Background: an optimization exercise with open tools, aiming at small area, a short achievable clock period and few clock cycles. Do not read the settings as production practice.
RTL that was checked went through simulation tests only; none was proved equivalent to the original.
No activity file was given, so power comes from the tool's default toggle rates.

==> flow/design.v <==
module sdram_controller (
        input   clk,
        input   rst,
        output  sdram_cle,
        output  sdram_cs,
        output  sdram_cas,
        output  sdram_ras,
        output  sdram_we,
        output  sdram_dqm,
        output  [1:0]  sdram_ba,
        output  [12:0] sdram_a,
        input   [31:0] sdram_dqi,
        output  [31:0] sdram_dqo,
        input   [22:0] user_addr,
        input   rw,                  
        input   [31:0] data_in,
        output  [31:0] data_out,
        output  busy,
        input   in_valid,
        output  out_valid
    );
    localparam [9:0] REF_ST = 10'd380;
    localparam [2:0] C_NOP = 3'b111,
                     C_RD  = 3'b101;
    reg  [2:0]  cmd_q;
    reg  [12:0] a_q;
    reg  [1:0]  ba_q;
    reg         req_valid;
    reg         req_rw;
    reg  [1:0]  req_b;
    reg  [12:0] req_row;
    reg  [5:0]  req_col;
    reg  [31:0] req_data;
    reg         req_hit;         
    reg  [12:0] row [0:3];
    reg  [3:0]  open;
    reg  [2:0]  v [0:3];
    reg         act_last;        
    reg  [1:0]  rd_v;            
    reg  [9:0]  rcnt;            
    reg         rp;              
    reg  [1:0]  rdp;             
    assign sdram_cle = 1'b1;
    assign sdram_cs  = 1'b0;
    assign sdram_ras = cmd_q[2];
    assign sdram_cas = cmd_q[1];
    assign sdram_we  = cmd_q[0];
    assign sdram_dqm = 1'b0;
    assign sdram_ba  = ba_q;
    assign sdram_a   = a_q;
    assign sdram_dqo = req_data;
    assign out_valid = rdp[1];
    assign data_out  = sdram_dqi;
    wire col_q  = cmd_q[2] & ~cmd_q[1];
    wire busy_w = req_valid & ~col_q;
    assign busy = busy_w;
    wire acc = in_valid & ~busy_w;
    wire [1:0]  in_b   = user_addr[9:8];
    wire [12:0] in_row = user_addr[22:10];
    wire [5:0]  in_col = user_addr[7:2];
    wire rdv0 = (rd_v == 2'd0);
    wire [3:0] in_k = 4'b0001 << in_b;
    wire [3:0] rq_k = 4'b0001 << req_b;
    wire [3:0] zero, colok, rmatch, canact;
    genvar k;
    generate
        for (k = 0; k < 4; k = k + 1) begin : bv
            assign zero[k]   = (v[k] == 3'd0);
            assign colok[k]  = (v[k] <= 3'd2);
            assign rmatch[k] = (row[k] == in_row);
            assign canact[k] = ~open[k] & zero[k] & ~act_last;
        end
    endgenerate
    wire rq_open  = |(rq_k & open);
    wire rq_zero  = |(rq_k & zero);
    wire rq_colok = |(rq_k & colok);
    wire rq_canact = |(rq_k & canact);
    wire b_col = busy_w & req_hit & rq_colok & (~req_rw | rdv0);
    wire b_pre = busy_w & ~req_hit & rq_open & rq_zero;
    wire b_act = busy_w & rq_canact;
    wire b_any = b_col | b_pre | b_act;
    wire pe = busy_w & ~b_any & in_valid;
    wire [3:0] in_act = ({4{acc}} | ({4{pe}} & ~rq_k)) & in_k;
    wire [3:0] rq_act = {4{b_any}} & rq_k;
    wire in_hit = |(in_k & open & rmatch);
    wire in_ok  = ~rw | rdv0;
    wire rq_ok  = ~req_rw | rdv0;
    wire [3:0] act_k, pre_k, col_k;
    generate
        for (k = 0; k < 4; k = k + 1) begin : bc
            assign act_k[k] = ~rp & canact[k] & (in_act[k] | rq_act[k]);
            assign pre_k[k] = ~rp & open[k] & zero[k] &
                              ((in_act[k] & ~rmatch[k]) | (rq_act[k] & ~req_hit));
            assign col_k[k] = ~rp & colok[k] &
                              ((acc & in_k[k] & open[k] & rmatch[k] & in_ok) |
                               (rq_act[k] & req_hit & rq_ok));
        end
    endgenerate
    wire do_act = |act_k;
    wire do_pre = |pre_k;
    wire do_col = |col_k;
    wire any_open   = |open;
    wire all_zero   = &zero;
    wire pre_ok_all = &(zero | ~open);
    wire do_preall  = rp & any_open & pre_ok_all;
    wire do_ref     = rp & ~any_open & all_zero;
    wire [1:0]  t_b   = b_any ? req_b : in_b;
    wire [5:0]  x_col = acc ? in_col : req_col;
    wire        x_rw  = acc ? rw : req_rw;
    wire        xv    = acc | busy_w;
    wire        in_open = |(in_k & open);
    wire [12:0] a_d = rp      ? 13'h0400 :
                      b_act   ? req_row :
                      b_any   ? {7'd0, req_col} :
                      in_open ? {7'd0, in_col} : in_row;
    wire [2:0] cmd_d = {~(do_act | do_pre | do_preall | do_ref),
                        ~(do_col | do_ref),
                        ~((do_col & x_rw) | do_pre | do_preall)};
    wire do_act_x = acc ? |(act_k & in_k) : |(act_k & rq_k & {4{b_any}});
    function [2:0] vnext;
        input [2:0] vv;
        input act, pre, wr, rf;
        reg [2:0] dec;
        begin
            dec = (vv == 3'd0) ? 3'd0 : vv - 3'd1;
            if (act)
                vnext = 3'd4;
            else if (pre)
                vnext = 3'd2;
            else if (rf)
                vnext = 3'd6;
            else if (wr && dec == 3'd0)
                vnext = 3'd1;
            else
                vnext = dec;
        end
    endfunction
    integer i;
    always @(posedge clk) begin
        if (rst) begin
            cmd_q <= C_NOP;
            req_valid <= 1'b0;
            open <= 4'd0;
            for (i = 0; i < 4; i = i + 1)
                v[i] <= 3'd0;
            act_last <= 1'b0;
            rd_v <= 2'd0;
            rcnt <= 10'd1;
            rp <= 1'b0;
            rdp <= 2'd0;
        end else begin
            cmd_q <= cmd_d;
            req_valid <= xv;
            open <= (open | act_k) & ~(pre_k | {4{do_preall}});
            for (i = 0; i < 4; i = i + 1)
                v[i] <= vnext(v[i], act_k[i], pre_k[i] | do_preall, col_k[i] & x_rw, do_ref);
            act_last <= do_act;
            rd_v <= (do_col & ~x_rw) ? 2'd2 : rdv0 ? 2'd0 : rd_v - 2'd1;
            rcnt <= do_ref ? 10'd1 : {rcnt[8:0], rcnt[9] ^ rcnt[6]};
            rp <= (rp & ~do_ref) | (rcnt == REF_ST);
            rdp <= {rdp[0], cmd_q == C_RD};
        end
        a_q <= a_d;
        ba_q <= t_b;
        req_hit <= ((acc ? in_hit : req_hit) & ~do_preall) | do_act_x;
        if (acc) begin
            req_rw <= rw;
            req_b <= in_b;
            req_row <= in_row;
            req_col <= in_col;
            req_data <= data_in;
        end
        for (i = 0; i < 4; i = i + 1)
            if (~open[i] & (b_act ? rq_k[i] : in_k[i]))
                row[i] <= b_act ? req_row : in_row;
    end
endmodule
Settings: LEC_CHECK=0, CAP_MARGIN=20, CORE_MARGIN=2, CORE_UTILIZATION=40, SETUP_SLACK_MARGIN=3.0, SLEW_MARGIN=20; clock period 5.0 ns.
run.sh (not shown) runs the stock make flow with config.mk's settings and CLKGATE_MAP_FILE= SYNTH_SCRIPT=/design/flow/synth_recipe.tcl, a recipe that flattens the netlist after the stock synthesis.
Edit:
--- a/flow/design.v
+++ b/flow/design.v
@@ -102,19 +102,19 @@
     wire any_open   = |open;
     wire all_zero   = &zero;
     wire pre_ok_all = &(zero | ~open);
     wire do_preall  = rp & any_open & pre_ok_all;
     wire do_ref     = rp & ~any_open & all_zero;
-    wire [1:0]  t_b   = b_any ? req_b : in_b;
+    wire        sel_in = acc | ~b_any;
+    wire [1:0]  t_b   = sel_in ? in_b   : req_b;
+    wire [12:0] t_row = sel_in ? in_row : req_row;
     wire [5:0]  x_col = acc ? in_col : req_col;
     wire        x_rw  = acc ? rw : req_rw;
     wire        xv    = acc | busy_w;
-    wire        in_open = |(in_k & open);
-    wire [12:0] a_d = rp      ? 13'h0400 :
-                      b_act   ? req_row :
-                      b_any   ? {7'd0, req_col} :
-                      in_open ? {7'd0, in_col} : in_row;
+    wire [3:0]  tsel  = sel_in ? in_k : rq_k;
+    wire        t_open = |(open & tsel);
+    wire [12:0] a_d = (~t_open & ~rp) ? t_row : {2'b00, rp, 4'b0000, x_col};
     wire [2:0] cmd_d = {~(do_act | do_pre | do_preall | do_ref),
                         ~(do_col | do_ref),
                         ~((do_col & x_rw) | do_pre | do_preall)};
     wire do_act_x = acc ? |(act_k & in_k) : |(act_k & rq_k & {4{b_any}});
     function [2:0] vnext;
@@ -169,9 +169,9 @@
             req_row <= in_row;
             req_col <= in_col;
             req_data <= data_in;
         end
         for (i = 0; i < 4; i = i + 1)
-            if (~open[i] & (b_act ? rq_k[i] : in_k[i]))
-                row[i] <= b_act ? req_row : in_row;
+            if (tsel[i] & ~open[i])
+                row[i] <= t_row;
     end
 endmodule
Outcome: Sequential power shrinks by about 12%. Count of clock-buffer cells in the layout decreases by 1. Synthesized area shrinks by 5.7%. Clock power is about the same. Worst hold slack is worse by 3.6 ps. Maximum frequency decreases by 16%. Sequential share of layout area increases by 3.7 points.
No functional check of the RTL was part of any run of this note.

---

the previous run:
Another version of the RTL of sdram_controller (not shown whole).
For scale: roughly 510 cells after synthesis, about 160 flip-flops, about 6700 sq um of cells after synthesis.
==> module sdram_controller, before the edit <==
module sdram_controller (
        input   clk,
        input   rst,
        output  sdram_cle,
        output  sdram_cs,
        output  sdram_cas,
        output  sdram_ras,
        output  sdram_we,
        output  sdram_dqm,
        output  [1:0]  sdram_ba,
        output  [12:0] sdram_a,
        input   [31:0] sdram_dqi,
        output  [31:0] sdram_dqo,
        input   [22:0] user_addr,
        input   rw,                  
        input   [31:0] data_in,
        output  [31:0] data_out,
        output  busy,
        input   in_valid,
        output  out_valid
    );
    localparam [9:0] REF_ST = 10'd380;
    localparam [2:0] C_NOP = 3'b111,
                     C_RD  = 3'b101;
    reg  [2:0]  cmd_q;
    reg  [12:0] a_q;
    reg  [1:0]  ba_q;
    reg         req_valid;
    reg         req_rw;
    reg  [1:0]  req_b;
    reg  [12:0] req_row;
    reg  [5:0]  req_col;
    reg  [31:0] req_data;
    reg         req_hit;         
    reg  [12:0] row0, row1, row2, row3;
    reg  [3:0]  open;
    reg  [2:0]  v0, v1, v2, v3;
    reg         act_last;        
    reg  [1:0]  rd_v;            
    reg  [9:0]  rcnt;            
    reg         rp;              
    reg  [1:0]  rdp;             
    assign sdram_cle = 1'b1;
    assign sdram_cs  = 1'b0;
    assign sdram_ras = cmd_q[2];
    assign sdram_cas = cmd_q[1];
    assign sdram_we  = cmd_q[0];
    assign sdram_dqm = 1'b0;
    assign sdram_ba  = ba_q;
    assign sdram_a   = a_q;
    assign sdram_dqo = req_data;
    assign out_valid = rdp[1];
    assign data_out  = sdram_dqi;
    wire col_q  = cmd_q[2] & ~cmd_q[1];
    wire busy_w = req_valid & ~col_q;
    assign busy = busy_w;
    wire acc = in_valid & ~busy_w;
    wire [1:0]  in_b   = user_addr[9:8];
    wire [12:0] in_row = user_addr[22:10];
    wire [5:0]  in_col = user_addr[7:2];
    wire [3:0] zero  = {v3 == 3'd0, v2 == 3'd0, v1 == 3'd0, v0 == 3'd0};
    wire [3:0] colok = {v3 <= 3'd2, v2 <= 3'd2, v1 <= 3'd2, v0 <= 3'd2};
    wire [3:0] rmatch = {row3 == in_row, row2 == in_row, row1 == in_row, row0 == in_row};
    wire [3:0] in_sel = 4'b0001 << in_b;
    wire in_open  = open[in_b];
    wire in_zero  = zero[in_b];
    wire in_colok = colok[in_b];
    wire in_hit   = |(in_sel & open & rmatch);
    wire rdv0 = (rd_v == 2'd0);
    wire rq_open  = open[req_b];
    wire rq_zero  = zero[req_b];
    wire rq_colok = colok[req_b];
    wire b_col = busy_w & req_hit & rq_colok & (~req_rw | rdv0);
    wire b_pre = busy_w & ~req_hit & rq_open & rq_zero;
    wire b_act = busy_w & ~rq_open & rq_zero & ~act_last;
    wire b_any = b_col | b_pre | b_act;
    wire pe    = busy_w & ~b_any & in_valid & (in_b != req_b);
    wire y_act = pe & ~in_open & in_zero & ~act_last;
    wire a_act = ~in_open & in_zero & ~act_last;
    wire do_act_x = ~rp & (acc ? a_act : b_act);
    wire do_act   = ~rp & (acc ? a_act : (b_act | y_act));
    wire any_open   = |open;
    wire all_zero   = &zero;
    wire pre_ok_all = &(zero | ~open);
    wire do_preall  = rp & any_open & pre_ok_all;
    wire do_ref     = rp & ~any_open & all_zero;
    wire        sel_in = acc | ~b_any;
    wire [1:0]  t_b   = sel_in ? in_b   : req_b;
    wire [12:0] t_row = sel_in ? in_row : req_row;
    wire [5:0]  x_col = acc ? in_col : req_col;
    wire        x_rw  = acc ? rw : req_rw;
    wire        xv    = acc | busy_w;
    wire [3:0] tsel  = 4'b0001 << t_b;
    wire [3:0] act_k = {4{do_act}} & tsel;
    wire [12:0] a_d = do_act ? t_row : {2'b00, do_preall, 4'b0000, x_col};
    function [2:0] vnext;
        input [2:0] v;
        input act, pre, wr, rf;
        reg [2:0] dec;
        begin
            dec = (v == 3'd0) ? 3'd0 : v - 3'd1;
            if (act)
                vnext = 3'd4;
            else if (pre)
                vnext = 3'd2;
            else if (rf)
                vnext = 3'd6;
            else if (wr && dec == 3'd0)
                vnext = 3'd1;
            else
                vnext = dec;
        end
    endfunction
    wire [2:0]  n_cmd   [0:1];
    wire [3:0]  n_open  [0:1];
    wire [11:0] n_v     [0:1];
    wire [1:0]  n_rdv   [0:1];
    wire        n_rqhit [0:1];
    genvar h;
    generate
        for (h = 0; h < 2; h = h + 1) begin : hx
            wire hit = (h == 1);
            wire y_pre = pe & in_open & in_zero & ~hit;
            wire a_col = hit & in_colok & (~rw | rdv0);
            wire a_pre = ~hit & in_open & in_zero;
            wire do_col = ~rp & (acc ? a_col : b_col);
            wire do_pre = ~rp & (acc ? a_pre : (b_pre | y_pre));
            wire [3:0] pre_k = ({4{do_pre}} & tsel) | {4{do_preall}};
            wire [3:0] wr_k  = {4{do_col & x_rw}} & tsel;
            assign n_cmd[h] = {~(do_act | do_pre | do_preall | do_ref),
                               ~(do_col | do_ref),
                               ~((do_col & x_rw) | do_pre | do_preall)};
            assign n_open[h] = (open | act_k) & ~pre_k;
            assign n_v[h] = {vnext(v3, act_k[3], pre_k[3], wr_k[3], do_ref),
                             vnext(v2, act_k[2], pre_k[2], wr_k[2], do_ref),
                             vnext(v1, act_k[1], pre_k[1], wr_k[1], do_ref),
                             vnext(v0, act_k[0], pre_k[0], wr_k[0], do_ref)};
            assign n_rdv[h] = (do_col & ~x_rw) ? 2'd2 : rdv0 ? 2'd0 : rd_v - 2'd1;
            assign n_rqhit[h] = ((acc ? hit : req_hit) & ~do_preall) | do_act_x;
        end
    endgenerate
    wire hs = in_hit;
    always @(posedge clk) begin
        if (rst) begin
            cmd_q <= C_NOP;
            req_valid <= 1'b0;
            open <= 4'd0;
            v0 <= 3'd0; v1 <= 3'd0; v2 <= 3'd0; v3 <= 3'd0;
            act_last <= 1'b0;
            rd_v <= 2'd0;
            rcnt <= 10'd1;
            rp <= 1'b0;
            rdp <= 2'd0;
        end else begin
            cmd_q <= n_cmd[hs];
            req_valid <= xv;
            open <= n_open[hs];
            {v3, v2, v1, v0} <= n_v[hs];
            act_last <= do_act;
            rd_v <= n_rdv[hs];
            rcnt <= do_ref ? 10'd1 : {rcnt[8:0], rcnt[9] ^ rcnt[6]};
            rp <= (rp & ~do_ref) | (rcnt == REF_ST);
            rdp <= {rdp[0], cmd_q == C_RD};
        end
        a_q <= a_d;
        ba_q <= t_b;
        req_hit <= n_rqhit[hs];
        if (acc) begin
            req_rw <= rw;
            req_b <= in_b;
            req_row <= in_row;
            req_col <= in_col;
            req_data <= data_in;
        end
        if (act_k[0]) row0 <= t_row;
        if (act_k[1]) row1 <= t_row;
        if (act_k[2]) row2 <= t_row;
        if (act_k[3]) row3 <= t_row;
    end
endmodule
==> flow/config.mk <==
export PLATFORM = sky130hd
export DESIGN_NAME = sdram_controller
export DESIGN_NICKNAME = sdram_controller
export VERILOG_FILES = /design/flow/design.v
export SDC_FILE = /design/flow/constraint.sdc
export NUM_CORES = 4
export LEC_CHECK = 0
export CAP_MARGIN = 20
export CORE_MARGIN = 2
export CORE_UTILIZATION = 60
export CTS_BUF_LIST = sky130_fd_sc_hd__clkbuf_4 sky130_fd_sc_hd__clkbuf_8
export CTS_CLUSTER_SIZE = 40
export SETUP_SLACK_MARGIN = 2.2
export SLEW_MARGIN = 20
==> flow/constraint.sdc <==
create_clock -name core_clock -period 5.0 [get_ports {clk}]
set_input_delay 1.0000 -clock core_clock [delete_from_list [all_inputs] [get_ports {clk}]]
set_output_delay 1.0000 -clock core_clock [all_outputs]
set_load 0.01 [all_outputs]
Testbench counts of the previous run, summed over its fixed seeds: cycles 76,097.
Here is what was changed in the inputs of the current run compared with the previous run.
-- flow/design.v --
<<< the previous run, line 93
    wire [3:0] tsel  = 4'b0001 << t_b;
    wire [3:0] act_k = {4{do_act}} & tsel;
    wire [12:0] a_d = do_act ? t_row : {2'b00, do_preall, 4'b0000, x_col};
    function [2:0] vnext;
        input [2:0] v;
>>> the current run, line 93
    wire [3:0] tsel  = 4'b0001 << t_b;
    wire [3:0] act_k = {4{do_act}} & tsel;
    wire t_open = |(open & tsel);
    wire [12:0] a_d = (~t_open & ~rp) ? t_row : {2'b00, rp, 4'b0000, x_col};
    function [2:0] vnext;
        input [2:0] v;
<<< the previous run, line 173
            req_data <= data_in;
        end
        if (act_k[0]) row0 <= t_row;
        if (act_k[1]) row1 <= t_row;
        if (act_k[2]) row2 <= t_row;
        if (act_k[3]) row3 <= t_row;
    end
endmodule
>>> the current run, line 174
            req_data <= data_in;
        end
        if (tsel[0] & ~open[0]) row0 <= t_row;
        if (tsel[1] & ~open[1]) row1 <= t_row;
        if (tsel[2] & ~open[2]) row2 <= t_row;
        if (tsel[3] & ~open[3]) row3 <= t_row;
    end
endmodule
### Flow results
- Per the comparison of the current run with the previous run, detailed-route vias per instance higher, combinational share of power higher, power attributed to sequential cells roughly the same, worst-case vdd ir drop higher.
- In the flow results for the current run and the previous run, the data required time at the worst endpoint is smaller on the previous run.
- Re switching portion of total power: the previous run was higher than the current run.
- Looking only at synthesized cell count, and setting everything else aside, the higher value of the current run and the previous run goes to the current run.
Only the layout flow was run in the current run; the RTL was not checked for function there.

## afterwards: timing with drivers on the ports
Ports are ideal in the flow. The routed layouts listed here were re-timed in OpenROAD.
Step 1 sets driving cells, clkbuf_16 on the clock port and buf_2 on the other inputs (assumed; they add their load-dependent delay and slew).
Step 2 moves the port delays by t, midway between the first and last clock arrival at a register: inputs arrive t later, outputs are due t later. That takes back most of the time a late clock gives input paths.
a / b / c = ideal ports / drivers / drivers and shift; a / b = the first two.
| run | t (ns) | setup WS [ns] | worst setup path at the end | worst slew at a driven data input, ns |
|---|---|---|---|---|
| the first run of note 1 | 0.463 | 2.452 / 2.452 / 2.012 | input to register | 0.07 |
| the second run of note 1 | 0.456 | 1.965 / 1.965 / 1.965 | register to register | 0.07 |
| the previous run | 0.481 | 2.230 / 2.225 / 1.744 | input to register | 0.11 |
| the current run | 0.481 | 2.047 / 2.047 / 1.665 | input to register | 0.08 |
After both steps every run listed still meets setup and hold. The setup slack of the previous run, which loses most, moves by -0.005 ns with the drivers and by -0.486 ns with both steps.
